Source: an optimization exercise on an open RTL-to-GDS flow (aim: a short achievable clock period and few clock cycles). Production flows keep margins and buffers that such runs may drop. Only simulation tests tie the RTL to the original design; equivalence was not proved. Power figures rest on the tool's default switching activity, not on a simulated workload.

**run.sh**
```bash
#!/bin/bash
# synth_recipe.tcl (not shown) runs the flow's synth.tcl, then flattens the netlist and writes it again
# the make line also repeats each setting of config.mk as NAME=value (left out here)
make -C /OpenROAD-flow-scripts/flow DESIGN_CONFIG=/design/flow/config.mk WORK_HOME=/design/flow/orfs CLKGATE_MAP_FILE= SYNTH_SCRIPT=/design/flow/synth_recipe.tcl finish
```
**config.mk**
```make
export PLATFORM = sky130hd
export DESIGN_NAME = sisc
export DESIGN_NICKNAME = sisc
export VERILOG_FILES = /design/flow/design.v
export SDC_FILE = /design/flow/constraint.sdc
export NUM_CORES = 4
export LEC_CHECK = 0
export ABC_CLOCK_PERIOD_IN_PS = 2500
export CAP_MARGIN = 20
export CORE_MARGIN = 2
export CORE_UTILIZATION = 35
export PLACE_DENSITY = 0.5
export SETUP_SLACK_MARGIN = 4.5
export SLEW_MARGIN = 20
```
**constraint.sdc**
```tcl
create_clock -name core_clock -period 7.0 [get_ports {clk}]
set_input_delay 1.4000 -clock core_clock [delete_from_list [all_inputs] [get_ports {clk}]]
set_output_delay 1.4000 -clock core_clock [all_outputs]
set_load 0.01 [all_outputs]
```
**design.v**
```verilog
`timescale 1ns/100ps
module pfx_add #(parameter W = 32, parameter L = 5) (a, b, cin, sum, cout);
  input  [W-1:0] a, b;
  input          cin;
  output [W-1:0] sum;
  output         cout;
  wire [W-1:0] p0 = a ^ b;
  wire [W-1:0] g0 = a & b;
  wire [W-1:0] G [0:L];
  wire [W-1:0] P [0:L];
  assign G[0] = {g0[W-1:1], g0[0] | (p0[0] & cin)};
  assign P[0] = p0;
  genvar l, i;
  generate
    for (l = 0; l < L; l = l + 1) begin : lv
      for (i = 0; i < W; i = i + 1) begin : bt
        if (i >= (1 << l)) begin : c
          assign G[l+1][i] = G[l][i] | (P[l][i] & G[l][i-(1<<l)]);
          assign P[l+1][i] = P[l][i] & P[l][i-(1<<l)];
        end else begin : n
          assign G[l+1][i] = G[l][i];
          assign P[l+1][i] = P[l][i];
        end
      end
    end
  endgenerate
  assign sum  = p0 ^ {G[L][W-2:0], cin};
  assign cout = G[L][W-1];
endmodule
module pfx_pg #(parameter W = 32, parameter L = 5) (p, g, cin, sum, cout);
  input  [W-1:0] p, g;
  input          cin;
  output [W-1:0] sum;
  output         cout;
  wire [W-1:0] G [0:L];
  wire [W-1:0] P [0:L];
  assign G[0] = g;
  assign P[0] = p;
  genvar l, i;
  generate
    for (l = 0; l < L; l = l + 1) begin : lv
      for (i = 0; i < W; i = i + 1) begin : bt
        if (i >= (1 << l)) begin : c
          assign G[l+1][i] = G[l][i] | (P[l][i] & G[l][i-(1<<l)]);
          assign P[l+1][i] = P[l][i] & P[l][i-(1<<l)];
        end else begin : n
          assign G[l+1][i] = G[l][i];
          assign P[l+1][i] = P[l][i];
        end
      end
    end
  endgenerate
  assign sum  = p ^ {G[L][W-2:0], cin};
  assign cout = G[L][W-1];
endmodule
module alu (p, g, zt, cin, a31, b31, fsb, sum, stat);
  input  [31:0] p, g, zt;
  input         cin;
  input         a31, b31, fsb;
  output [31:0] sum;
  output [3:0]  stat;     
  wire cout;
  pfx_pg #(32, 5) add (.p (p), .g (g), .cin (cin), .sum (sum), .cout (cout));
  assign stat[3] = cin ? ~cout : cout;
  assign stat[2] = (~(fsb ^ a31 ^ b31)) & (fsb ^ b31 ^ sum[31]);
  assign stat[1] = sum[31];
  assign stat[0] = ~|zt;
endmodule
module alu_log (a, b, funct, log_out);
  input  [31:0] a, b;
  input  [3:0]  funct;
  output [31:0] log_out;
  reg [31:0] lo;
  always @(*)
    case (funct[1:0])
      2'b00: lo = ~a;
      2'b01: lo = a | b;
      2'b10: lo = a & b;
      default: lo = a ^ b;
    endcase
  assign log_out = lo;
endmodule
module zero_test (p, g, cin, zt);
  input  [31:0] p, g;
  input         cin;
  output [31:0] zt;
  assign zt = p ^ {p[30:0] | g[30:0], cin};
endmodule
module shf_ctl (b, funct, amt, big);
  input  [31:0] b;
  input  [3:0]  funct;
  output [4:0]  amt;
  output        big;
  wire [4:0] nb = 5'd0 - b[4:0];
  assign amt = funct[0] ? nb : b[4:0];
  assign big = |b[31:5];
endmodule
module shf_rot (a, b, funct, amt, big, shf_out);
  input  [31:0] a;
  input  [4:0]  b;
  input  [3:0]  funct;
  input  [4:0]  amt;
  input         big;
  output [31:0] shf_out;
  wire [31:0] ones = 32'hFFFFFFFF;
  wire [31:0] mr = ones >> b;
  wire [31:0] ml = ones << b;
  wire [31:0] mask = ~funct[1] ? ones : big ? 32'h00000000 : funct[0] ? ml : mr;
  wire [63:0] rot = {a, a} >> amt;
  assign shf_out = rot[31:0] & mask;
endmodule
`timescale 1ns/100ps
module rf (clk, sa, sb, xa, xb, m1, m2, rdata_a, rdata_b, we1, d1, we2, d2);
  input         clk;
  input  [15:0] sa, sb;
  input  [3:0]  xa, xb;
  input  [31:0] m1, m2;
  output [31:0] rdata_a, rdata_b;
  input  [15:0] we1, we2;
  input  [31:0] d1, d2;
  wire [31:0] oa [0:15];
  wire [31:0] ob [0:15];
  assign oa[0] = ({32{xa[0]}} & m1) | ({32{xa[1]}} & m2) | ({32{xa[2]}} & d1) | ({32{xa[3]}} & d2);
  assign ob[0] = ({32{xb[0]}} & m1) | ({32{xb[1]}} & m2) | ({32{xb[2]}} & d1) | ({32{xb[3]}} & d2);
  genvar i;
  generate
    for (i = 1; i < 16; i = i + 1) begin : r
      reg [31:0] q;
      always @(posedge clk)
        if (we1[i])
          q <= d1;
        else if (we2[i])
          q <= d2;
      assign oa[i] = oa[i-1] | ({32{sa[i]}} & q);
      assign ob[i] = ob[i-1] | ({32{sb[i]}} & q);
    end
  endgenerate
  assign rdata_a = oa[15];
  assign rdata_b = ob[15];
endmodule
`timescale 1ns/100ps
module sisc (clk, rst_f, imem_addr, imem_rdata, dmem_addr, dmem_wdata, dmem_we, dmem_rdata, halted);
  input         clk, rst_f;
  output [15:0] imem_addr;
  input  [31:0] imem_rdata;
  output [15:0] dmem_addr;
  output [31:0] dmem_wdata;
  output        dmem_we;
  input  [31:0] dmem_rdata;
  output        halted;
  localparam LOD = 4'd1, STR = 4'd2, SWAP = 4'd3, BRA = 4'd4, BRR = 4'd5, BNE = 4'd6,
             ALU = 4'd8, HLT = 4'd15;
  reg  [15:0] pc;
  reg  [3:0]  stat_q;         
  reg         halt_q;
  reg         d_valid;
  reg  [3:0]  d_mm;
  reg  [15:0] d_imm;
  reg  [15:0] d_rsoh, d_rtoh;  
  reg         d_rda, d_rdb;   
  reg  [15:0] d_sa, d_sb;     
  reg  [3:0]  d_xa, d_xb;     
  reg         d_ha, d_hb;     
  reg  [15:0] d_pc1;          
  reg  [7:0]  d_rel_lo;       
  reg         d_rel_c;        
  reg  [7:0]  d_rel_h0, d_rel_h1;
  reg         d_absa;         
  reg         d_br;           
  reg         d_brr;          
  reg         d_pred;         
  reg         d_inv;          
  reg         d_hlt;
  reg         d_lod, d_str, d_swp, d_immf, d_sub, d_wfl;
  reg  [15:0] d_w1;           
  reg  [15:0] d_w2;           
  reg         d_sel_add, d_sel_log, d_sel_shf;
  reg  [31:0] e_a, e_b;
  reg  [31:0] e_p, e_g;       
  reg  [31:0] e_zt;           
  reg  [4:0]  e_amt;          
  reg         e_big;          
  reg  [31:0] e_pre;          
  reg         e_cin, e_fsb;
  reg  [3:0]  e_funct;
  reg         e_fl;           
  reg         e_lod, e_str;   
  reg         e_hlt;          
  reg  [15:0] e_we1, e_we2;   
  reg         e_sel_add, e_sel_pre, e_sel_shf;
  reg         e_chk;          
  reg  [3:0]  e_mm;
  reg         e_inv;
  reg  [15:0] e_alt;
  reg  [31:0] m_res, m_b;
  reg         m_lod, m_str;
  reg         m_fl;           
  reg  [3:0]  m_stat;
  reg  [15:0] m_we1, m_we2;
  reg  [15:0] w_we1, w_we2;
  reg  [31:0] w_d1, w_d2;
  assign dmem_addr  = m_res[15:0];
  assign dmem_wdata = m_b;
  assign dmem_we    = m_str;
  assign imem_addr  = pc;
  assign halted     = halt_q;
  wire [31:0] m_d1 = m_lod ? dmem_rdata : m_res;
  wire [3:0]  stat = m_fl ? m_stat : stat_q;
  wire [31:0] sum, sh_out;
  wire [3:0]  e_stat;
  alu my_alu (.p (e_p), .g (e_g), .zt (e_zt), .cin (e_cin), .a31 (e_a[31]), .b31 (e_b[31]),
              .fsb (e_fsb), .sum (sum), .stat (e_stat));
  shf_rot my_rot (.a (e_a), .b (e_b[4:0]), .funct (e_funct), .amt (e_amt), .big (e_big),
                  .shf_out (sh_out));
  wire [31:0] e_res = ({32{e_sel_add}} & sum)
                    | ({32{e_sel_shf}} & sh_out)
                    | ({32{e_sel_pre}} & e_pre);
  wire       e_redirect = e_chk & (|(e_mm & stat) ^ e_inv);
  wire [31:0] rf_a, rf_b;
  rf my_rf (.clk (clk), .sa (d_sa), .sb (d_sb), .xa (d_xa), .xb (d_xb),
            .m1 (m_res), .m2 (m_b), .rdata_a (rf_a), .rdata_b (rf_b),
            .we1 (w_we1), .d1 (w_d1), .we2 (w_we2), .d2 (w_d2));
  wire [31:0] d_y = (d_immf | d_lod | d_str) ? {{16{d_imm[15]}}, d_imm} : d_sub ? ~rf_b : rf_b;
  wire [31:0] d_p = rf_a ^ d_y;
  wire [31:0] d_g = rf_a & d_y;
  wire [31:0] d_log;
  alu_log my_log (.a (rf_a), .b (rf_b), .funct (d_imm[3:0]), .log_out (d_log));
  wire [31:0] d_zt;
  zero_test my_zt (.p (d_p), .g (d_g), .cin (d_sub), .zt (d_zt));
  wire [4:0]  d_amt;
  wire        d_big;
  shf_ctl my_shc (.b (rf_b), .funct (d_imm[3:0]), .amt (d_amt), .big (d_big));
  wire        d_stall = d_valid & ((d_ha & d_rda) | (d_hb & d_rdb));
  wire [15:0] d_rel = {d_rel_c ? d_rel_h1 : d_rel_h0, d_rel_lo};
  wire [15:0] d_alt = d_pred ? d_pc1 : d_brr ? d_rel : d_imm;
  wire       d_fast = ~e_fl | (d_mm[3:1] == 3'b000);
  wire       d_cond = e_fl ? (d_mm[0] & e_stat[0]) : |(d_mm & stat);
  wire       d_redirect = d_valid & d_br & d_fast & (d_cond ^ d_inv);
  wire       d_halt = d_valid & d_hlt & ~e_redirect;
  wire       d_go = d_valid & ~d_hlt & ~d_stall & ~halt_q & ~e_redirect;    
  wire [31:0] f_ir = imem_rdata;
  wire [3:0]  f_op = f_ir[31:28];
  wire [3:0]  f_mm = f_ir[27:24];
  wire [3:0]  f_rs = f_ir[23:20];
  wire [3:0]  f_rt = f_ir[19:16];
  wire [3:0]  f_rd = f_ir[15:12];
  wire [15:0] f_imm = f_ir[15:0];
  wire [3:0]  f_fn = f_ir[3:0];
  wire        f_immm = (f_mm == 4'd8);
  wire        f_lod = (f_op == LOD);
  wire        f_str = (f_op == STR);
  wire        f_swp = (f_op == SWAP);
  wire        f_alu = (f_op == ALU);
  wire        f_bne = (f_op == BNE);
  wire        f_brr = (f_op == BRR);
  wire        f_is_br = (f_op == BRA) | f_brr | f_bne;
  wire        f_hlt = (f_op == HLT);
  wire        f_flw = f_alu & ((f_fn == 4'd1) | (f_fn == 4'd2));
  wire        f_stable = ~(d_valid & d_wfl) & ~e_fl;
  wire        f_cond = |(f_mm & stat);
  wire        f_exact = f_bne ? ~f_cond : f_cond;
  wire [15:0] pc_inc;
  wire        pc_inc_co;
  pfx_add #(16, 4) inc  (.a (pc), .b (16'h0000), .cin (1'b1), .sum (pc_inc), .cout (pc_inc_co));
  wire [7:0]  f_rel_lo, f_rel_h0, f_rel_h1;
  wire        f_rel_c, f_rel_c0, f_rel_c1;
  pfx_add #(8, 3) radl (.a (pc_inc[7:0]), .b (f_imm[7:0]), .cin (1'b0), .sum (f_rel_lo), .cout (f_rel_c));
  pfx_add #(8, 3) rad0 (.a (pc_inc[15:8]), .b (f_imm[15:8]), .cin (1'b0), .sum (f_rel_h0), .cout (f_rel_c0));
  pfx_add #(8, 3) rad1 (.a (pc_inc[15:8]), .b (f_imm[15:8]), .cin (1'b1), .sum (f_rel_h1), .cout (f_rel_c1));
  wire        f_pred = f_is_br & ~f_brr & (f_stable ? f_exact : f_bne);
  wire [15:0] f_next = f_pred ? f_imm : pc_inc;
  wire [3:0]  f_dst = (f_alu & ~f_immm) ? f_rd : f_rt;
  wire        f_w1 = (f_alu | f_lod | f_swp) & (f_dst != 4'd0);
  wire        f_w2 = f_swp & (f_rs != 4'd0);
  wire        f_absa = (f_lod | f_str) & f_immm;      
  wire        f_rda = f_alu | f_swp | ((f_lod | f_str) & ~f_immm);
  wire        f_rdb = (f_alu & (~f_immm | f_flw)) | f_swp | f_str;
  function [15:0] onehot (input [3:0] x);
    onehot = 16'h0001 << x;
  endfunction
  wire [15:0] f_rsoh = onehot(f_rs) & 16'hFFFE;
  wire [15:0] f_rtoh = onehot(f_rt) & 16'hFFFE;
  wire [15:0] n_rsoh = d_stall ? d_rsoh : f_rsoh;
  wire [15:0] n_rtoh = d_stall ? d_rtoh : f_rtoh;
  wire [15:0] e_pend = e_we1 | e_we2;
  wire [15:0] wv1 = m_we1 & ~e_pend;
  wire [15:0] wv2 = m_we2 & ~e_pend;
  wire [15:0] pend = e_pend | m_we1 | m_we2;
  wire        n_am1 = |(e_we1 & n_rsoh);
  wire        n_bm1 = |(e_we1 & n_rtoh);
  wire [3:0]  n_xa = {|(wv2 & n_rsoh), |(wv1 & n_rsoh), |(e_we2 & n_rsoh), n_am1};
  wire [3:0]  n_xb = {|(wv2 & n_rtoh), |(wv1 & n_rtoh), |(e_we2 & n_rtoh), n_bm1};
  wire [15:0] d_wr = d_w1 | d_w2;
  always @(posedge clk or negedge rst_f)
    if (!rst_f) begin
      pc      <= 16'h0000;
      d_valid <= 1'b0;
      halt_q  <= 1'b0;
      stat_q  <= 4'b0000;
      m_fl    <= 1'b0;
      e_lod   <= 1'b0;
      e_str   <= 1'b0;
      e_hlt   <= 1'b0;
      e_chk   <= 1'b0;
      e_fl    <= 1'b0;
      e_we1   <= 16'h0000;
      e_we2   <= 16'h0000;
      m_lod   <= 1'b0;
      m_str   <= 1'b0;
      m_we1   <= 16'h0000;
      m_we2   <= 16'h0000;
      w_we1   <= 16'h0000;
      w_we2   <= 16'h0000;
    end else begin
      stat_q  <= stat;
      m_fl    <= e_fl;
      if (e_hlt)
        halt_q <= 1'b1;
      if (e_redirect)
        pc <= e_alt;
      else if (d_redirect)
        pc <= d_alt;
      else if (!d_stall)
        pc <= f_next;
      d_valid <= ~halt_q & ~e_hlt & ~d_halt & ~e_redirect & ~d_redirect;
      e_chk   <= d_go & d_br & ~d_fast;
      e_lod   <= d_go & d_lod;
      e_str   <= d_go & d_str;
      e_hlt   <= d_halt;
      e_fl    <= d_go & d_wfl;
      e_we1   <= d_go ? d_w1 : 16'h0000;
      e_we2   <= d_go ? d_w2 : 16'h0000;
      m_lod   <= e_lod;
      m_str   <= e_str;
      m_we1   <= e_we1;
      m_we2   <= e_we2;
      w_we1   <= m_we1;
      w_we2   <= m_we2;
    end
  always @(posedge clk) begin
    if (!d_stall) begin
      d_mm       <= f_mm;
      d_imm      <= f_imm;
      d_rsoh     <= f_rsoh;
      d_rtoh     <= f_rtoh;
      d_rda      <= f_rda;
      d_rdb      <= f_rdb;
      d_pc1      <= pc_inc;
      d_rel_lo   <= f_rel_lo;
      d_rel_c    <= f_rel_c;
      d_rel_h0   <= f_rel_h0;
      d_rel_h1   <= f_rel_h1;
      d_absa     <= f_absa;
      d_br       <= f_is_br;
      d_brr      <= f_brr;
      d_pred     <= f_pred;
      d_inv      <= f_bne ^ f_pred;
      d_hlt      <= f_hlt;
      d_lod      <= f_lod;
      d_str      <= f_str;
      d_swp      <= f_swp;
      d_immf     <= f_alu & f_immm;
      d_sub      <= f_alu & ~f_immm & (f_fn == 4'd2);
      d_wfl      <= f_flw;
      d_w1       <= f_w1 ? onehot(f_dst) : 16'h0000;
      d_w2       <= f_w2 ? onehot(f_rs) : 16'h0000;
      d_sel_add  <= (f_alu & (f_immm | (f_fn[3:2] == 2'b00))) | ((f_lod | f_str) & ~f_immm);
      d_sel_log  <= f_alu & ~f_immm & (f_fn[3:2] == 2'b01);
      d_sel_shf  <= f_alu & ~f_immm & (f_fn[3:2] == 2'b10);
    end
    d_xa <= n_xa;
    d_xb <= n_xb;
    d_sa <= n_rsoh & ~pend;
    d_sb <= n_rtoh & ~pend;
    d_ha <= (~d_stall & d_valid & |(d_wr & f_rsoh)) | (e_lod & n_am1);
    d_hb <= (~d_stall & d_valid & |(d_wr & f_rtoh)) | (e_lod & n_bm1);
    e_a       <= rf_a;
    e_b       <= rf_b;
    e_p       <= d_p;
    e_zt      <= d_zt;
    e_amt     <= d_amt;
    e_big     <= d_big;
    e_g       <= {d_g[31:1], d_g[0] | (d_p[0] & d_sub)};
    e_pre     <= d_swp ? rf_a : d_absa ? {16'h0000, d_imm} : d_log;
    e_cin     <= d_sub;
    e_fsb     <= d_imm[3:0] == 4'd2;
    e_funct   <= d_imm[3:0];
    e_sel_add <= d_sel_add;
    e_sel_pre <= d_sel_log | d_swp | d_absa;
    e_sel_shf <= d_sel_shf;
    e_mm      <= d_mm;
    e_inv     <= d_inv;
    e_alt     <= d_alt;
    m_res     <= e_res;
    m_stat    <= e_stat;
    m_b       <= e_b;
    w_d1      <= m_d1;
    w_d2      <= m_b;
  end
endmodule
```
==> flow_summary.toml, run 1 <==
[status]
outcome = "timing/DRC/antenna clean"

[finish]
layout-drive-gt1-share_pct = 40.84
syn2layout_area_growth_pct = 31.17
layout.core_utilization_pct = 46.22
layout.cells.most_common = "edfxtp_1"
nNetsFinal = 5370
layout.cells.most_common_list = "edfxtp_1 (590), mux2_2 (527), a22oi_1 (387)"

[synthesis]
synth_edf_count = 590
yosysWarningCount = 6
synth_cell_type_count = 79
flop_and_latch_count_out_of_synthesis = 1143
syn_area_mm2 = 0.05575
synth_top_flop_cell = "edfxtp_1"
syn_inst = 4778
postSynthAreaPerCell_um2 = 11.67
synth_async_sr_flop_share_pct = 10.85
ys_seq_area_share_pct = 52.75

[sta]
worst_pin_slew_ps = 1313
grt_setup_unrepaired = "true"
max-slew-margin-rel_pct = 12.49
finalWorstPathRequiredPeriod_ps = 2761
fin_skew_ps = 35.02
finalHoldViolCount = 0
setup-tns-final_ps = 0
setup_viol_count_final = 0
drv_slew = 0
fin_crit_sh_pct = 39.44
max_freq_mhz = 362.2

[grt]
remaining_global_route_overflow = 0
antenna_found_initial = 12
pin_count_of_the_biggest_net_entering_global_routing = 80
grt_pass1_wl_um = 358700
first_global_vias = 44440
met1_routing_resource_usage_after_global_routing_pct = 41.87
most_utilized_layer_in_the_global_route_result = "met2"
global_route.usage.total_pct = 31.44
met2_usage_pct = 45.33
grt_util_met3_pct = 9.467

[setup_path]
timing.critical_path.to = "m_res[30]$_DFF_P_"
critPathRequiredTime_ps = 7550
cpPeakStageDelay_ps = 570
setup_slack_reg_to_reg_ps = 4240
crit_chain = "buf_12 > buf_16 > mux4_2 > mux4_2 > buf_4 > o2111ai_2 > o211ai_1"
timing.rr.start = "e_amt[0]$_DFF_P_"
worstPathMaxFanout = 5
timing.critical_path.from = "e_amt[0]$_DFF_P_"
critical_path.startpoint_type = "flop"
timing.setup.critical_path_class = "flop to flop"
path_depth = 7
worst_r2r_dst = "m_res[30]$_DFF_P_"
cpMaxStageDelayCell = "mux4_2"
timing.critical_path.mode_cell = "mux4_2"
critical_path.endpoint_type = "flop"
ff2ff_path_depth = 7
path_buf_inv = 3
path_delay_family = "multiplexers"
cp_data_arrival_time_ps = 3310

[pwr]
post-layout-total-power_uw = 22860
power.leakage_uw = 0.02747
max-vdd-ir-drop_uv = 248.0
p_per_area_mw_per_mm2 = 312.6

[route]
via_count = 47442
routedWlPerCell_um = 36.43
drc = 0
drt_pass1_iterations = 7
total_wire_length_after_detailed_routing_um = 268300
detail_route.iter0.violations = 7601
final_ant_viol_nets = 0
via_to_cell_ratio = 6.442

[place]
placer_congestion = 0.9386
buffer_ports.inserted = 131
post-dp-hpwl_um = 140300

[floorplanning]
dieArea_mm2 = 0.1625
initial_cell_density_of_the_core_pct = 35.24
io_pins = 132
fp.dieW_um = 403.1
die_height_um = 403.1
core.rowCount = 146
floorplan_core_area_mm2 = 0.1582

[clocking]
worst_path_clk_slew_ps = 60
cts_max_level = 4
cts.sinks = 1143
ctsRootBufferMaster = "clkbuf_16"
worstSkewPairLatency_ps = 800
cts_buffer_depth = 3
cts_made_buffers = 131
cts_tree = "yes"

[worst_hold_path]
min-delay-path-class = "flop to flop"

[flow_run]
max_cap_viols = 0
[worst reg2reg max path, cell delays in order, from the launching register on]
cell and delay [ps]:
dfxtp_4 430, buf_12 140, buf_16 120, mux4_2 570
mux4_2 510, buf_4 160, o2111ai_2 240, o211ai_1 370
[state kept, by name (all words and copies together), names as in the netlist, 32 cells and up]
signal and flops:
m_res 32, e_g 32, w_d2 32, w_d1 32
e_pre 32, e_a 32, e_p 32, e_zt 32
m_b 32, my_rf.r.q 480
[layout make-up]
cell class                 instances  area (um^2)
clock buffer                     183         3836
clock inverter                    60        590.6
multi-input combinational       3099        28190
inverter                         135        556.8
timing repair buffer             660         7517
sequential                      1143        29800
timing repair inverter             2        13.76
tap                             2072         2592
antenna                           10        25.02
fill                           14376        85070
[metrics by stage]
step	instance area, um^2	std cells	hold slack [ps]	setup slack (ps)
CTS	69840	7212	321.5	4203
global placement	59120	6660	310.1	2620
floorplan	56220	4779	309.6	3543
finish	73120	7364	312.3	4239
detailed placement	59130	6660	312.1	2766
global route	73100	7354	324.6	4193
[report_power, final]
part	switching, uW	leakage (uW)	internal [uW]
clock network	3010	0.00218	4150
logic	3270	0.0144	3180
registers	1180	0.0109	8060
total	7470	0.0275	15400
[synth_stat cells (124+ instances only)]
| cell type | number | area share (%) |
|---|---|---|
| a22oi_1 | 427 | 5.8 |
| clkbuf_1 | 330 | 2.2 |
| dfrtp_1 | 124 | 5.6 |
| dfxtp_1 | 429 | 15 |
| edfxtp_1 | 590 | 32 |
| ha_1 | 128 | 2.9 |
| inv_1 | 133 | 0.90 |
| mux2_2 | 548 | 11 |
| nand2_1 | 329 | 2.2 |
| nand3_1 | 136 | 1.2 |
| nor2_1 | 178 | 1.2 |
| o21ai_0 | 157 | 1.4 |
[per-layer routing]
metal | vias to the layer above | part of all wire, %
li1 | 19113 | -
met2 | 3644 | 42
met4 | 14 | 7.0
met3 | 883 | 13
met1 | 23788 | 38
met5 | - | 0.044
[kinds of logic after synthesis]
kind of cell               Yosys count  share of synthesized area [%]
xor gates and xnor gates           127                          1.995
DFF                               1143                          52.75
AOI/OAI and AO/OA                 1132                          14.81
other                                1                       0.006727
buffers and inverters              539                          3.804
and+or+nand+nor                   1015                          8.857
muxes                              689                          14.76
adders and majority gates          132                          3.017
[timing repair]
action	4_1_cts	5_1_grt
cloned	35	14
pin swaps	148	228
hold buffers	0	0
setup endpoints to repair	439	293
setup buffers	274	128
resized for setup	1056	423
[worst min-delay path by stage]
stage	startpoint	to	depth (start not counted)
floorplan	e_b[10]$_DFF_P_	m_b[10]$_DFF_P_	0
global placement	e_b[13]$_DFF_P_	m_b[13]$_DFF_P_	0
detailed placement	e_b[13]$_DFF_P_	m_b[13]$_DFF_P_	0
CTS	e_b[21]$_DFF_P_	m_b[21]$_DFF_P_	0
global route	e_b[21]$_DFF_P_	m_b[21]$_DFF_P_	0
finish	e_b[21]$_DFF_P_	m_b[21]$_DFF_P_	0
Testbench counts, summed over its fixed seeds: cycles 35,075.
==> run 2: changes to the inputs <==
--- a/design.v
+++ b/design.v
@@ -266,5 +266,5 @@
   wire        f_rel_c, f_rel_c0, f_rel_c1;
-  pfx_add #(8, 3) radl (.a (pc_inc[7:0]), .b (f_imm[7:0]), .cin (1'b0), .sum (f_rel_lo), .cout (f_rel_c));
-  pfx_add #(8, 3) rad0 (.a (pc_inc[15:8]), .b (f_imm[15:8]), .cin (1'b0), .sum (f_rel_h0), .cout (f_rel_c0));
-  pfx_add #(8, 3) rad1 (.a (pc_inc[15:8]), .b (f_imm[15:8]), .cin (1'b1), .sum (f_rel_h1), .cout (f_rel_c1));
+  pfx_add #(8, 3) radl (.a (pc[7:0]), .b (f_imm[7:0]), .cin (1'b1), .sum (f_rel_lo), .cout (f_rel_c));
+  pfx_add #(8, 3) rad0 (.a (pc[15:8]), .b (f_imm[15:8]), .cin (1'b0), .sum (f_rel_h0), .cout (f_rel_c0));
+  pfx_add #(8, 3) rad1 (.a (pc[15:8]), .b (f_imm[15:8]), .cin (1'b1), .sum (f_rel_h1), .cout (f_rel_c1));
   wire        f_pred = f_is_br & ~f_brr & (f_stable ? f_exact : f_bne);
@@ -316,3 +316,3 @@
       m_fl    <= e_fl;
-      if (e_hlt)
+      if (e_hlt | (d_halt & ~e_str))
         halt_q <= 1'b1;
--- a/config.mk
+++ b/config.mk
@@ -12,3 +12,3 @@
 export PLACE_DENSITY = 0.5
-export SETUP_SLACK_MARGIN = 4.5
+export SETUP_SLACK_MARGIN = 4.3
 export SLEW_MARGIN = 20
==> flow_summary.toml, run 2 <==
[grt]
most_utilized_layer_in_the_global_route_result = "met2"
remaining_global_route_overflow = 0
first_global_vias = 43700
met1_routing_resource_usage_after_global_routing_pct = 40.01
met2_usage_pct = 44.01
antenna_found_initial = 9
grt_util_met3_pct = 7.224
grt_pass1_wl_um = 343300
global_route.usage.total_pct = 29.86
pin_count_of_the_biggest_net_entering_global_routing = 75

[route]
total_wire_length_after_detailed_routing_um = 252400
detail_route.iter0.violations = 7034
via_count = 45039
routedWlPerCell_um = 35.36
drc = 0
via_to_cell_ratio = 6.311
drt_pass1_iterations = 10
final_ant_viol_nets = 0

[sta]
fin_crit_sh_pct = 40.00
finalHoldViolCount = 0
max_freq_mhz = 357.2
fin_hold_ws_ps = 318.2
setup_viol_count_final = 0
worst_pin_slew_ps = 1058
max-slew-margin-rel_pct = 29.47
drv_slew = 0
grt_setup_unrepaired = "true"
finalWorstPathRequiredPeriod_ps = 2800
fin_skew_ps = 31.76
setup-tns-final_ps = 0

[worst_hold_path]
holdCritStartpoint = "e_b[6]$_DFF_P_"
hold_depth = 0
whs_endpoint = "m_b[6]$_DFF_P_"
min-delay-path-class = "flop to flop"

[floorplanning]
io_pins = 132
die_height_um = 403.1
floorplan_core_area_mm2 = 0.1582
fp.dieW_um = 403.1
core.rowCount = 146
initial_cell_density_of_the_core_pct = 35.24
dieArea_mm2 = 0.1625

[setup_path]
ff2ff_path_depth = 12
timing.rr.start = "e_zt[17]$_DFF_P_"
critical_path.startpoint_type = "input port"
worstPathMaxFanout = 8
critical_path.endpoint_type = "flop"
worst_r2r_dst = "pc[13]$_DFFE_PN0P_"
timing.setup.critical_path_class = "input port to flop"
cp_data_arrival_time_ps = 3460
critPathRequiredTime_ps = 7660
setup_slack_reg_to_reg_ps = 4220

[synthesis]
syn_area_mm2 = 0.05574
synth_top_cells_by_count = "edfxtp_1 (590), mux2_2 (544), a22oi_1 (441)"
synth_cell_type_count = 99
syn_inst = 4766
postSynthAreaPerCell_um2 = 11.70
ys_seq_area_share_pct = 52.76
yosysWarningCount = 6
synth_top_flop_cell = "edfxtp_1"
cell_types_with_the_largest_area_share_after_synthesis = "edfxtp_1 (32%), dfxtp_1 (15%), mux2_2 (11%), a22oi_1 (5.9%), dfrtp_1 (5.6%)"
synth_edf_count = 590
flop_and_latch_count_out_of_synthesis = 1143
library_cell_with_the_highest_instance_count_after_synthesis = "edfxtp_1"
synth_area_leader_cell = "edfxtp_1"
synth_async_sr_flop_share_pct = 10.85
synth.top_cell.area_share_pct = 31.78

[finish]
nFillCells = 14876
layout-drive-gt1-share_pct = 31.08
layout.cells.most_common = "edfxtp_1"
syn2layout_area_growth_pct = 21.34
largest_register_ffs = 480
layout.cells.most_common_list = "edfxtp_1 (590), mux2_2 (544), a22oi_1 (440)"
regMostFlops = "my_rf.r.q"
nNetsFinal = 5146

[status]
outcome = "timing/DRC/antenna clean"

[pwr]
max-vdd-ir-drop_uv = 240.4
p_comb_share_pct = 23.8
power.internal_uw = 14720
netSwitchingPower_uw = 6935
post-layout-total-power_uw = 21660
clockPowerShare_pct = 33.5
sw_frac_of_total_pct = 32.03
power.share.sequential_pct = 42.6
p_per_area_mw_per_mm2 = 320.2
power.leakage_uw = 0.02547

[flow_run]
max_cap_viols = 0

[place]
buffer_ports.inserted = 131
placer_congestion = 0.9173
post-dp-hpwl_um = 143900

[clocking]
cts_buffer_depth = 3
worstSkewPairLatency_ps = 790
cts_max_level = 4
cts_tree = "yes"
ctsRootBufferMaster = "clkbuf_16"
cts.sinks = 1143
cts_made_buffers = 133
worst_path_clk_slew_ps = 60
[run 2: changes by cell type after synthesis, sizes merged, moves of 8 or more]
cell,change
clkbuf,-24
or2,-10
inv,+10
a31oi,-9
nor2,+16
nor3,+11
o21ai,-14
a21o,-9
buf,+8
a22oi,+15
[run 2: power by group through the flow]
stage	combinational, uW	sequential (uW)	clock, uW
floorplan	3150	8680	0
global placement	4260	9440	0
detailed placement	4300	9420	0
CTS	4910	9190	7350
global route	5520	9330	7610
finish	5160	9230	7260
[run 2: how the worst max path moves through the flow]
stage	endpoint	depth (start not counted)	slack, ps	from
floorplan	pc[11]$_DFFE_PN0P_	10	4080	imem_rdata[24]
global placement	d_hb$_DFF_P_	7	2950	imem_rdata[16]
detailed placement	d_hb$_DFF_P_	7	2880	imem_rdata[16]
global route	pc[3]$_DFFE_PN0P_	11	4040	e_zt[17]$_DFF_P_
finish	pc[1]$_DFFE_PN0P_	10	4200	imem_rdata[27]
CTS	dmem_addr[9]	1	4190	m_res[9]$_DFF_P_
[run 2: cell type report]
type                    count  area (um^2)  area share (%)
flip-flops and latches   1143        29770           44.01
multi-input cells        3091        25590           37.84
repair buffers            432         4516           6.676
clock buffers             198         4083           6.036
well taps                2072         2592           3.833
inverters                 145        601.8          0.8898
clock inverters            47        454.2          0.6715
diodes                      7        17.52         0.02590
repair inverters            2        11.26         0.01665
[run 2: logic make-up after synthesis]
group | count (synthesis) | share of synthesized area [%]
other | 1 | 0.006728
buffers and inverters | 533 | 3.773
AND/OR/NAND/NOR | 1039 | 9.120
multiplexers | 695 | 14.91
XOR/XNOR | 125 | 1.964
AO/OA/AOI/OAI | 1098 | 14.45
adder cells (fa/ha/maj) | 132 | 3.017
flip-flops | 1143 | 52.76
[run 2: worst max-delay path, cell delays in order]
cell	delay, ps
clkdlybuf4s50_1	520
a22oi_2	80
a221oi_2	290
xnor2_1	120
or3_4	350
buf_12	160
inv_12	90
mux2_4	290
nor2_1	100
a211oi_1	50
[run 2: timing repair]
item                       CTS  global route
pin swaps                   32            60
cloned                       3            10
hold buffers                 0             0
resized for setup          701           168
setup endpoints to repair  320           156
buffers inserted           141            63
[run 2: metal layers]
layer	share of wire [%]	vias up	routed length (um)
met5	0.036	-	92
met4	6.6	12	16750
met3	12	768	29070
met2	42	3123	107100
met1	39	22554	99380
li1	-	18582	-
[run 2: metrics by stage]
| stage | setup slack (ps) | std cells | area, um^2 | util (%) |
|---|---|---|---|---|
| 4_1_cts | 4189 | 7056 | 66200 | 41.85 |
| 3_3_place_gp | 2950 | 6666 | 59020 | 37.31 |
| 5_1_grt | 4042 | 7130 | 67620 | 42.74 |
| 3_5_place_dp | 2877 | 6667 | 59050 | 37.33 |
| 2_1_floorplan | 4080 | 4767 | 55950 | - |
| 6_report | 4200 | 7137 | 67640 | 42.76 |
Testbench counts of run 2, summed over its fixed seeds: cycles 35,069.
==> run 3: changes to the inputs <==
--- a/config.mk
+++ b/config.mk
@@ -12,3 +12,3 @@
 export PLACE_DENSITY = 0.5
-export SETUP_SLACK_MARGIN = 4.3
+export SETUP_SLACK_MARGIN = 4.5
 export SLEW_MARGIN = 20
==> flow_summary.toml, run 3 <==
[status]
outcome = "timing/DRC/antenna clean"

[place]
placer_congestion = 0.9088
buffer_ports.inserted = 131
post-dp-hpwl_um = 144000
placement.cell_area_mm2 = 0.05940

[sta]
finalWorstPathRequiredPeriod_ps = 2773
fin_skew_ps = 44.03
grt_setup_unrepaired = "true"
max-slew-margin-rel_pct = 25.76
finalHoldViolCount = 0
worst_pin_slew_ps = 1114
max_freq_mhz = 360.6
setup-tns-final_ps = 0
drv_slew = 0
fin_crit_sh_pct = 39.62
setup_viol_count_final = 0

[worst_hold_path]
holdCritStartpoint = "e_b[11]$_DFF_P_"
hold_depth = 0
min-delay-path-class = "flop to flop"
whs_endpoint = "m_b[11]$_DFF_P_"

[synthesis]
synth_cell_type_count = 99
synth_top_flop_cell = "edfxtp_1"
yosysWarningCount = 6
cell_types_with_the_largest_area_share_after_synthesis = "edfxtp_1 (32%), dfxtp_1 (15%), mux2_2 (11%), a22oi_1 (5.9%), dfrtp_1 (5.6%)"
library_cell_with_the_highest_instance_count_after_synthesis = "edfxtp_1"
main_combinational_cell_family_by_area_after_synthesis = "multiplexers"
synth_async_sr_flop_share_pct = 10.85
synth.mux.area_fraction_pct = 14.91
syn_area_mm2 = 0.05574
flop_and_latch_count_out_of_synthesis = 1143
yosys.area_share.simple_pct = 9.120
syn_inst = 4766
synth_xor_area_share_pct = 1.964
postSynthAreaPerCell_um2 = 11.70
synth-adder-area-share_pct = 3.017
ys_seq_area_share_pct = 52.76
synth.top_cell.area_share_pct = 31.78
synth_top_cells_by_count = "edfxtp_1 (590), mux2_2 (544), a22oi_1 (441)"
synth-compound-area-share_pct = 14.45
synth_edf_count = 590
synth_area_leader_cell = "edfxtp_1"

[setup_path]
path_delay_family = "flip-flops"
ff2ff_path_depth = 10
critical_path.endpoint_type = "output pin"
crit_chain = "buf_6"
cpPeakStageDelay_ps = 470
critical_path.startpoint_type = "flop"
worst_r2r_dst = "m_stat[2]$_DFF_P_"
timing.rr.start = "e_p[1]$_DFF_P_"
cpMaxStageDelayCell = "dfxtp_4"
worstPathMaxFanout = 3
path_buf_inv = 1
cp_data_arrival_time_ps = 1370
timing.setup.critical_path_class = "flop to output pin"
critPathRequiredTime_ps = 5600
setup_slack_reg_to_reg_ps = 4240

[clocking]
worst_path_clk_slew_ps = 60
worstSkewPairLatency_ps = 790
cts_max_level = 4
cts.sinks = 1143
cts_tree = "yes"
ctsRootBufferMaster = "clkbuf_16"
cts_buffer_depth = 3
cts_made_buffers = 133
ctsHoldBuffers = 0

[route]
drt_pass1_iterations = 8
via_to_cell_ratio = 6.366
final_ant_viol_nets = 0
detail_route.iter0.violations = 6676
drc = 0
total_wire_length_after_detailed_routing_um = 265100
routedWlPerCell_um = 36.10
via_count = 46749

[grt]
global_route.usage.total_pct = 31.54
first_global_vias = 44462
pin_count_of_the_biggest_net_entering_global_routing = 76
remaining_global_route_overflow = 0
antenna_found_initial = 7
grt_pass1_wl_um = 359600

[finish]
syn2layout_area_growth_pct = 29.95
layout-drive-gt1-share_pct = 39.34
layout.cells.most_common = "edfxtp_1"
regMostFlops = "my_rf.r.q"
nFillCells = 14398
finalInstanceArea_mm2 = 0.07244
largest_register_ffs = 480
layout.cells.most_common_list = "edfxtp_1 (590), mux2_2 (529), a22oi_1 (408)"
nNetsFinal = 5354

[floorplanning]
dieArea_mm2 = 0.1625
initial_cell_density_of_the_core_pct = 35.24
core.rowCount = 146
io_pins = 132
die_height_um = 403.1
floorplan_core_area_mm2 = 0.1582
fp.dieW_um = 403.1

[pwr]
power.leakage_uw = 0.02724
p_per_area_mw_per_mm2 = 312.7
max-vdd-ir-drop_uv = 247.5

[flow_run]
max_cap_viols = 0
==> run 3: cell counts after synthesis <==
Identical to the previous run, type by type.
==> run 3: cell families (layout without fill, tap and decap cells) <==
kind of cell             after synthesis  in the layout
AO/OA/AOI/OAI                       1098           1098
buffers and inverters                533           1033
multiplexers                         695            695
XOR/XNOR                             125            125
other                                  1              7
adder cells (fa/ha/maj)              132            132
AND/OR/NAND/NOR                     1039           1039
flip-flops                          1143           1143
==> run 3: timing repair <==
action	4_1_cts	5_1_grt
resized for setup	979	387
gates cloned	26	5
pin swaps	146	223
setup buffers	288	104
setup endpoints to repair	475	255
==> run 3: worst max path at each step <==
stage / start / endpoint / slack, ps / depth (start not counted)
finish: m_b[1]$_DFF_P_ / dmem_wdata[1] / 4230 / 1
global route: e_p[1]$_DFF_P_ / m_stat[2]$_DFF_P_ / 4190 / 10
floorplan: imem_rdata[25] / pc[11]$_DFFE_PN0P_ / 4080 / 10
detailed placement: imem_rdata[18] / d_hb$_DFF_P_ / 2990 / 7
global placement: imem_rdata[18] / d_hb$_DFF_P_ / 3010 / 7
CTS: halt_q$_DFFE_PN0P_ / halted / 4190 / 1
==> run 3: through the flow <==
| step | instances | power (uW) | utilization, % | hold WS, ps | setup slack, ps |
|---|---|---|---|---|---|
| 6_report | 7344 | 22650 | 45.79 | 316.2 | 4227 |
| 5_1_grt | 7339 | 23430 | 45.78 | 326.7 | 4188 |
| 4_1_cts | 7229 | 22030 | 44.17 | 319.1 | 4193 |
| 3_5_place_dp | 6669 | 13780 | 37.55 | 312.1 | 2989 |
| 3_3_place_gp | 6669 | 13760 | 37.55 | 311.1 | 3010 |
| 2_1_floorplan | 4767 | 11870 | - | 309.6 | 4081 |
==> run 3: where the power goes <==
part	switching (uW)	internal, uW
clock	2970	4360
combinational	3130	2900
sequential	1220	8080
total	7320	15300
==> run 3: per-layer routing <==
layer  up-vias  global-route usage [%]  wire length (um)
li1      19013                       -                 -
met1     23505                   42.18            103500
met2      3391                   46.17            111800
met3       830                   8.585             31860
met4        10                   17.32             18010
met5         -                       0                68
==> run 3: cell type report <==
class / instances / area (um^2) / area share [%]
flip-flops and latches: 1143 / 29810 / 41.15
well taps: 2072 / 2592 / 3.579
repair inverters: 1 / 7.507 / 0.01036
inverters: 145 / 631.9 / 0.8723
clock inverters: 52 / 574.3 / 0.7928
diodes: 5 / 12.51 / 0.01727
clock buffers: 194 / 4003 / 5.526
repair buffers: 641 / 7129 / 9.842
multi-input cells: 3091 / 27680 / 38.21
==> run 4: changes to the inputs <==
--- a/config.mk
+++ b/config.mk
@@ -10,4 +10,4 @@
 export CORE_MARGIN = 2
-export CORE_UTILIZATION = 35
-export PLACE_DENSITY = 0.5
+export CORE_UTILIZATION = 45
+export PLACE_DENSITY = 0.6
 export SETUP_SLACK_MARGIN = 4.5
==> flow_summary.toml, run 4 <==
[clocking]
cts_max_level = 3
worst_path_clk_slew_ps = 60
cts_made_buffers = 120
ctsRootBufferMaster = "clkbuf_16"
cts_buffer_depth = 3
ctsHoldBuffers = 0
cts.sinks = 1143
cts_tree = "yes"
worstSkewPairLatency_ps = 770

[floorplanning]
dieArea_mm2 = 0.1267
initial_cell_density_of_the_core_pct = 45.20
floorplan_core_area_mm2 = 0.1233
die_height_um = 356.0
io_pins = 132
fp.dieW_um = 356.0
core.rowCount = 129

[setup_path]
path_buf_inv = 1
cpMaxStageDelayCell = "or4_4"
critical_path.endpoint_type = "flop"
timing.setup.critical_path_class = "flop to flop"
crit_chain = "a21o_1 > a221oi_4 > o211ai_4 > or4_4 > and3_4 > o21ba_4 > nor3_4 > inv_2 > mux2_4"
worstPathMaxFanout = 3
critPathRequiredTime_ps = 7610
path_delay_family = "simple AND/OR/NAND/NOR gates"
cpPeakStageDelay_ps = 600
critical_path.startpoint_type = "flop"
cp_data_arrival_time_ps = 3390

[sta]
grt_setup_unrepaired = "true"
worst_pin_slew_ps = 1117
drv_slew = 0
setup-tns-final_ps = 0
fin_skew_ps = 48.31
setup_viol_count_final = 0
finalHoldViolCount = 0
max-slew-margin-rel_pct = 25.55
max_freq_mhz = 359.7
finalWorstPathRequiredPeriod_ps = 2780
fin_crit_sh_pct = 39.71

[synthesis]
synth_cell_type_count = 99
syn_inst = 4766
synth_top_flop_cell = "edfxtp_1"
ys_seq_area_share_pct = 52.76
synth_async_sr_flop_share_pct = 10.85
yosysWarningCount = 6
synth_edf_count = 590
flop_and_latch_count_out_of_synthesis = 1143
postSynthAreaPerCell_um2 = 11.70
synth_top_cells_by_count = "edfxtp_1 (590), mux2_2 (544), a22oi_1 (441)"
syn_area_mm2 = 0.05574
library_cell_with_the_highest_instance_count_after_synthesis = "edfxtp_1"
synth.top_cell.area_share_pct = 31.78
synth_area_leader_cell = "edfxtp_1"
cell_types_with_the_largest_area_share_after_synthesis = "edfxtp_1 (32%), dfxtp_1 (15%), mux2_2 (11%), a22oi_1 (5.9%), dfrtp_1 (5.6%)"

[finish]
nNetsFinal = 5261
layout-drive-gt1-share_pct = 37.43
regMostFlops = "my_rf.r.q"
layout.cells.most_common = "edfxtp_1"
syn2layout_area_growth_pct = 25.90
largest_register_ffs = 480
finalInstanceArea_mm2 = 0.07018
layout.cells.most_common_list = "edfxtp_1 (590), mux2_2 (532), a22oi_1 (415)"

[pwr]
p_per_area_mw_per_mm2 = 305.5
max-vdd-ir-drop_uv = 218.2
power.leakage_uw = 0.02645

[grt]
pin_count_of_the_biggest_net_entering_global_routing = 71
grt_pass1_wl_um = 333100
global_route.usage.total_pct = 36.98
antenna_found_initial = 9
remaining_global_route_overflow = 0
first_global_vias = 44279

[place]
placer_congestion = 0.9649
buffer_ports.inserted = 131
placement.cell_area_mm2 = 0.05883
post-dp-hpwl_um = 130300

[route]
via_to_cell_ratio = 6.823
met3RoutedLength_um = 34560
met2WireLength_um = 101700
drc = 0
routedWlPerCell_um = 35.98
route.top_layer_used = "met5"
drt_pass1_iterations = 10
detail_route.iter0.violations = 7395
total_wire_length_after_detailed_routing_um = 245300
routedLengthMet1_um = 87660
via_count = 46509
final_ant_viol_nets = 0

[flow_run]
max_cap_viols = 0

[worst_hold_path]
min-delay-path-class = "flop to flop"

[status]
outcome = "timing/DRC/antenna clean"
run 4: cell counts after synthesis:
Identical to the previous run, type by type.
run 4: metal layers:
layer / vias up / GRT usage [%]
met5: - / 0
met4: 8 / 24.09
met3: 1139 / 12.15
met2: 3856 / 53.84
met1: 22679 / 47.03
li1: 18827 / -
run 4: final timing paths:
path                                       from                  to  slack (ps)  cells past startpoint
worst max-delay path             e_p[7]$_DFF_P_   m_stat[2]$_DFF_P_        4220                      9
worst min-delay path            e_b[12]$_DFF_P_     m_b[12]$_DFF_P_         320                      0
worst max register to register   e_p[7]$_DFF_P_   m_stat[2]$_DFF_P_        4220                      9
worst min register to register  e_b[12]$_DFF_P_     m_b[12]$_DFF_P_         320                      0
max in group asynchronous                 rst_f  w_we1[2]$_DFF_PN0_        5210                      2
min in group asynchronous                 rst_f  pc[11]$_DFFE_PN0P_         540                      1
run 4: stage by stage:
step	setup WS [ps]	hold slack, ps	util [%]	std cells	power (uW)
after floorplan	4081	309.6	-	4767	11870
after global placement	3045	310.7	47.69	6231	13580
after detailed placement	2997	312.1	47.70	6232	13630
after CTS	4249	325.6	54.82	6697	20760
after global routing	4177	327.2	56.89	6806	22130
final	4220	324.6	56.91	6817	21440
run 4: area by class of cell:
| class | instances | area (um^2) |
|---|---|---|
| fill | 10120 | 53140 |
| sequential | 1143 | 29760 |
| multi-input combinational | 3091 | 27440 |
| timing repair buffer | 560 | 6352 |
| clock buffer | 185 | 3611 |
| tap | 1637 | 2048 |
| inverter | 145 | 610.6 |
| clock inverter | 41 | 310.3 |
| antenna | 13 | 32.53 |
| timing repair inverter | 2 | 16.27 |
run 4: repair_timing:
action | 4_1_cts | 5_1_grt
resized for setup | 937 | 335
pin swaps | 113 | 186
setup buffers | 212 | 96
gates cloned | 27 | 11
setup endpoints to repair | 363 | 251
run 4: cell families after synthesis:
kind of cell | synth area share, %
DFF | 52.76
AOI/OAI and AO/OA | 14.45
and+or+nand+nor | 9.120
muxes | 14.91
buffers and inverters | 3.773
adders and majority gates | 3.017
xor gates and xnor gates | 1.964
other | 0.006728
run 4: worst register-to-register path: cells and delay by family (launching register included):
family | cells | cell delay, ps
DFF | 1 | 340
AOI/OAI and AO/OA | 4 | 890
buffers and inverters | 1 | 80
and+or+nand+nor | 3 | 990
muxes | 1 | 350
run 4: report_power, final:
| part | internal (uW) | leakage, uW | switching (uW) |
|---|---|---|---|
| combinational | 2740 | 0.0137 | 3000 |
| clock | 3650 | 0.00194 | 2800 |
| sequential | 8080 | 0.0108 | 1180 |
==> run 5: changes to the inputs <==
--- a/design.v
+++ b/design.v
@@ -152,5 +152,5 @@
              ALU = 4'd8, HLT = 4'd15;
-  reg  [15:0] pc;
+  reg  [15:0] pc, pc_n;
   reg  [3:0]  stat_q;         
-  reg         halt_q;
+  reg         halt_q, halt_n;
   reg         d_valid;
@@ -194,3 +194,7 @@
   reg  [15:0] e_alt;
-  reg  [31:0] m_res, m_b;
+  reg  [15:0] m_ao;
+  reg  [31:0] m_bo;
+  reg  [31:0] m_res_n, m_b_n;
+  wire [31:0] m_res = ~m_res_n;
+  wire [31:0] m_b = ~m_b_n;
   reg         m_lod, m_str;
@@ -201,4 +205,4 @@
   reg  [31:0] w_d1, w_d2;
-  assign dmem_addr  = m_res[15:0];
-  assign dmem_wdata = m_b;
+  assign dmem_addr  = m_ao;
+  assign dmem_wdata = m_bo;
   assign dmem_we    = m_str;
@@ -206,2 +210,4 @@
   assign halted     = halt_q;
+  wire [15:0] pc_i = ~pc_n;
+  wire        halt_i = ~halt_n;
   wire [31:0] m_d1 = m_lod ? dmem_rdata : m_res;
@@ -239,3 +245,3 @@
   wire       d_halt = d_valid & d_hlt & ~e_redirect;
-  wire       d_go = d_valid & ~d_hlt & ~d_stall & ~halt_q & ~e_redirect;    
+  wire       d_go = d_valid & ~d_hlt & ~d_stall & ~halt_i & ~e_redirect;    
   wire [31:0] f_ir = imem_rdata;
@@ -263,8 +269,8 @@
   wire        pc_inc_co;
-  pfx_add #(16, 4) inc  (.a (pc), .b (16'h0000), .cin (1'b1), .sum (pc_inc), .cout (pc_inc_co));
+  pfx_add #(16, 4) inc  (.a (pc_i), .b (16'h0000), .cin (1'b1), .sum (pc_inc), .cout (pc_inc_co));
   wire [7:0]  f_rel_lo, f_rel_h0, f_rel_h1;
   wire        f_rel_c, f_rel_c0, f_rel_c1;
-  pfx_add #(8, 3) radl (.a (pc[7:0]), .b (f_imm[7:0]), .cin (1'b1), .sum (f_rel_lo), .cout (f_rel_c));
-  pfx_add #(8, 3) rad0 (.a (pc[15:8]), .b (f_imm[15:8]), .cin (1'b0), .sum (f_rel_h0), .cout (f_rel_c0));
-  pfx_add #(8, 3) rad1 (.a (pc[15:8]), .b (f_imm[15:8]), .cin (1'b1), .sum (f_rel_h1), .cout (f_rel_c1));
+  pfx_add #(8, 3) radl (.a (pc_i[7:0]), .b (f_imm[7:0]), .cin (1'b1), .sum (f_rel_lo), .cout (f_rel_c));
+  pfx_add #(8, 3) rad0 (.a (pc_i[15:8]), .b (f_imm[15:8]), .cin (1'b0), .sum (f_rel_h0), .cout (f_rel_c0));
+  pfx_add #(8, 3) rad1 (.a (pc_i[15:8]), .b (f_imm[15:8]), .cin (1'b1), .sum (f_rel_h1), .cout (f_rel_c1));
   wire        f_pred = f_is_br & ~f_brr & (f_stable ? f_exact : f_bne);
@@ -293,2 +299,3 @@
   wire [15:0] d_wr = d_w1 | d_w2;
+  wire [15:0] pc_next = e_redirect ? e_alt : d_redirect ? d_alt : d_stall ? pc_i : f_next;
   always @(posedge clk or negedge rst_f)
@@ -296,2 +303,4 @@
       pc      <= 16'h0000;
+      pc_n    <= 16'hFFFF;
+      halt_n  <= 1'b1;
       d_valid <= 1'b0;
@@ -317,10 +326,9 @@
       if (e_hlt | (d_halt & ~e_str))
-        halt_q <= 1'b1;
-      if (e_redirect)
-        pc <= e_alt;
-      else if (d_redirect)
-        pc <= d_alt;
-      else if (!d_stall)
-        pc <= f_next;
-      d_valid <= ~halt_q & ~e_hlt & ~d_halt & ~e_redirect & ~d_redirect;
+        begin
+          halt_q <= 1'b1;
+          halt_n <= 1'b0;
+        end
+      pc      <= pc_next;
+      pc_n    <= ~pc_next;
+      d_valid <= ~halt_i & ~e_hlt & ~d_halt & ~e_redirect & ~d_redirect;
       e_chk   <= d_go & d_br & ~d_fast;
@@ -393,5 +401,7 @@
     e_alt     <= d_alt;
-    m_res     <= e_res;
+    m_res_n   <= ~e_res;
+    m_ao      <= e_res[15:0];
     m_stat    <= e_stat;
-    m_b       <= e_b;
+    m_b_n     <= ~e_b;
+    m_bo      <= e_b;
     w_d1      <= m_d1;
--- a/config.mk
+++ b/config.mk
@@ -10,4 +10,4 @@
 export CORE_MARGIN = 2
-export CORE_UTILIZATION = 45
-export PLACE_DENSITY = 0.6
+export CORE_UTILIZATION = 35
+export PLACE_DENSITY = 0.5
 export SETUP_SLACK_MARGIN = 4.5
==> flow_summary.toml, run 5 <==
[finish]
largest_register_ffs = 480
nFillCells = 14786
layout-drive-gt1-share_pct = 39.83
layout.cells.most_common = "edfxtp_1"
layout.core_utilization_pct = 46.14
syn2layout_area_growth_pct = 30.94
nNetsFinal = 5524
regMostFlops = "my_rf.r.q"
layout.cells.most_common_list = "edfxtp_1 (590), mux2_2 (496), dfxtp_1 (378)"

[setup_path]
timing.setup.critical_path_class = "flop to flop"
critical_path.endpoint_type = "flop"
critical_path.startpoint_type = "flop"
path_buf_inv = 3
cp_data_arrival_time_ps = 3510
worstPathMaxFanout = 2
crit_chain = "nor4_4 > nand4_1 > nor2_4 > buf_12 > a31oi_4 > xnor2_2 > nand2_2 > buf_6 > buf_6 > mux2_4 > mux2_4"
cpPeakStageDelay_ps = 460
cpMaxStageDelayCell = "nand4_1"
path_depth = 11
critPathRequiredTime_ps = 7660
ff2ff_path_depth = 11
path_delay_family = "simple AND/OR/NAND/NOR gates"

[synthesis]
cell_types_with_the_largest_area_share_after_synthesis = "edfxtp_1 (31%), dfxtp_1 (17%), mux2_2 (10%), dfrtp_1 (5.4%), a22oi_1 (4.0%)"
synth.top_cell.area_share_pct = 30.89
library_cell_with_the_highest_instance_count_after_synthesis = "edfxtp_1"
syn_inst = 4981
synth_top_cells_by_count = "edfxtp_1 (590), mux2_2 (531), dfxtp_1 (477)"
synth_xor_area_share_pct = 1.985
flop_and_latch_count_out_of_synthesis = 1208
syn_area_mm2 = 0.05736
synth_cell_type_count = 83
postSynthAreaPerCell_um2 = 11.52
synth_edf_count = 590
synth.mux.area_fraction_pct = 13.54
ys_seq_area_share_pct = 53.73
synth_area_leader_cell = "edfxtp_1"
synth-compound-area-share_pct = 15.15
main_combinational_cell_family_by_area_after_synthesis = "compound AO/OA/AOI/OAI gates"
yosysWarningCount = 6
synth_async_sr_flop_share_pct = 11.67
synth_top_flop_cell = "edfxtp_1"
yosys.area_share.simple_pct = 8.704
synth-adder-area-share_pct = 2.888

[pwr]
p_per_area_mw_per_mm2 = 276.3
max-vdd-ir-drop_uv = 252.8
power.leakage_uw = 0.02816

[grt]
met1_routing_resource_usage_after_global_routing_pct = 39.32
most_utilized_layer_in_the_global_route_result = "met2"
met2_usage_pct = 45.81
grt_util_met3_pct = 7.843
antenna_found_initial = 7
global_route.usage.total_pct = 30.42
grt_pass1_wl_um = 360800
pin_count_of_the_biggest_net_entering_global_routing = 63
remaining_global_route_overflow = 0
first_global_vias = 46042

[floorplanning]
die_height_um = 408.8
fp.dieW_um = 408.8
io_pins = 132
initial_cell_density_of_the_core_pct = 35.24
core.rowCount = 148
dieArea_mm2 = 0.1671
floorplan_core_area_mm2 = 0.1628

[sta]
max-slew-margin-rel_pct = 25.25
finalWorstPathRequiredPeriod_ps = 2850
fin_skew_ps = 37.05
setup-tns-final_ps = 0
drv_slew = 0
finalHoldViolCount = 0
fin_crit_sh_pct = 40.72
max_freq_mhz = 350.8
grt_setup_unrepaired = "true"
setup_viol_count_final = 0
worst_pin_slew_ps = 1121

[route]
total_wire_length_after_detailed_routing_um = 266400
detail_route.iter0.violations = 6720
drt_pass1_iterations = 10
via_count = 47791
drc = 0
via_to_cell_ratio = 6.268
final_ant_viol_nets = 0
routedWlPerCell_um = 34.94

[clocking]
cts_made_buffers = 138
ctsRootBufferMaster = "clkbuf_16"
cts_tree = "yes"
worst_path_clk_slew_ps = 60
cts_max_level = 4
worstSkewPairLatency_ps = 800
cts_buffer_depth = 3
cts.sinks = 1208

[worst_hold_path]
hold_depth = 0
min-delay-path-class = "flop to flop"

[place]
post-dp-hpwl_um = 140100
placer_congestion = 0.9078
buffer_ports.inserted = 131

[flow_run]
max_cap_viols = 0

[status]
outcome = "timing/DRC/antenna clean"
## run 5: cell count changes after synthesis, sizes merged, moves of 48 or more
cell	change
a22oi	-138
inv	+73
o21ai	+68
a21oi	+62
a221oi	+51
dfxtp	+48
## run 5: worst paths after layout
kind	from	endpoint	slack (ps)
max	e_zt[21]$_DFF_P_	pc[0]$_DFF_PN0_	4150
min	d_sel_add$_DFFE_PN_	e_sel_add$_DFF_P_	340
max reg2reg	e_zt[21]$_DFF_P_	pc[0]$_DFF_PN0_	4150
min reg2reg	d_sel_add$_DFFE_PN_	e_sel_add$_DFF_P_	340
max in group asynchronous	rst_f	w_we1[9]$_DFF_PN0_	5160
min in group asynchronous	rst_f	pc[10]$_DFF_PN0_	570
## run 5: power breakdown
part / total, uW / switching (uW) / internal [uW]
Sequential: 9000 / 819 / 8180
Clock: 7590 / 3130 / 4450
Combinational: 4160 / 2130 / 2030
## run 5: worst register-to-register path, stage by stage (launching register included)
cell	delay, ps
dfxtp_2	330
nor4_4	330
nand4_1	460
nor2_4	270
buf_12	140
a31oi_4	100
xnor2_2	210
nand2_2	110
buf_6	130
buf_6	110
mux2_4	300
mux2_4	260
## run 5: stage by stage
| step | hold slack (ps) | instance area (um^2) | total power [uW] | std cells | setup WS (ps) |
|---|---|---|---|---|---|
| floorplan | 323.3 | 58280 | 10880 | 4982 | 3902 |
| global placement | 329.4 | 61320 | 12090 | 6971 | 2331 |
| detailed placement | 331.3 | 61320 | 12110 | 6971 | 2263 |
| CTS | 343.3 | 71250 | 20260 | 7484 | 4112 |
| global route | 350.8 | 75090 | 21430 | 7619 | 4140 |
| finish | 341.8 | 75100 | 20750 | 7624 | 4150 |
## run 5: repair_timing
| item | in CTS | in global routing |
|---|---|---|
| pin swaps | 172 | 274 |
| hold buffers | 0 | 0 |
| setup endpoints to repair | 411 | 287 |
| gates cloned | 22 | 11 |
| setup buffers | 236 | 123 |
| gates resized for setup | 1039 | 566 |
## run 5: logic make-up (layout without fill, tap and decap cells)
| group | count (synthesis) | after routing |
|---|---|---|
| buffers and inverters | 605 | 1062 |
| adder cells (fa/ha/maj) | 130 | 130 |
| XOR/XNOR | 130 | 130 |
| AO/OA/AOI/OAI | 1219 | 1219 |
| other | 1 | 8 |
| AND/OR/NAND/NOR | 1026 | 1030 |
| multiplexers | 662 | 662 |
| flip-flops | 1208 | 1208 |
## run 5: final cells by class
class                      count  area [um^2]  area share (%)
antenna                        6        15.01         0.01999
clock buffer                 205         4108           5.469
clock inverter                50        573.1          0.7630
inverter                     219        940.9           1.253
multi-input combinational   3173        29080           38.72
sequential                  1208        31060           41.36
tap                         2175         2721           3.623
timing repair buffer         585         6581           8.763
timing repair inverter         3        17.52         0.02332
## run 5: routing by layer
layer | wire [um] | share of wire, %
met1 | 100500 | 38
met2 | 115200 | 43
met3 | 30550 | 11
met4 | 20080 | 7.5
met5 | 67 | 0.025
Testbench counts of run 5, summed over its fixed seeds: cycles 35,069.

-- port drivers added, routing unchanged --
In the flow no input, the clock included, has a driving cell. The finished layouts below were timed again as built, in two steps.
Step 1 sets driving cells, clkbuf_16 on the clock port and buf_2 on the other inputs (assumed; they add their load-dependent delay and slew).
Step 2 moves the port delays by t, midway between the first and last clock arrival at a register: inputs arrive t later, outputs are due t later. That takes back most of the time a late clock gives input paths.
Slacks: ideal / step 1 / step 2; pairs: ideal / step 1.
run | shift t [ns] | slack for setup (ns) | hold slack, ns | worst setup path at the end | worst register clock-pin slew, ns
run 1 | 0.858 | 4.239 / 4.162 / 3.599 | 0.312 / 0.312 / 0.312 | input to register | 0.07 / 0.07
run 2 | 0.857 | 4.200 / 4.162 / 3.397 | 0.318 / 0.318 / 0.318 | input to register | 0.07 / 0.07
run 3 | 0.849 | 4.227 / 4.149 / 3.629 | 0.316 / 0.316 / 0.316 | input to register | 0.07 / 0.07
run 4 | 0.823 | 4.220 / 4.195 / 3.748 | 0.325 / 0.325 / 0.325 | input to register | 0.07 / 0.07
run 5 | 0.865 | 4.150 / 4.150 / 3.515 | 0.342 / 0.342 / 0.342 | input to register | 0.07 / 0.07
After both steps every run listed still meets setup and hold. The setup slack of run 2, which loses most, moves by -0.038 ns with the drivers and by -0.803 ns with both steps.
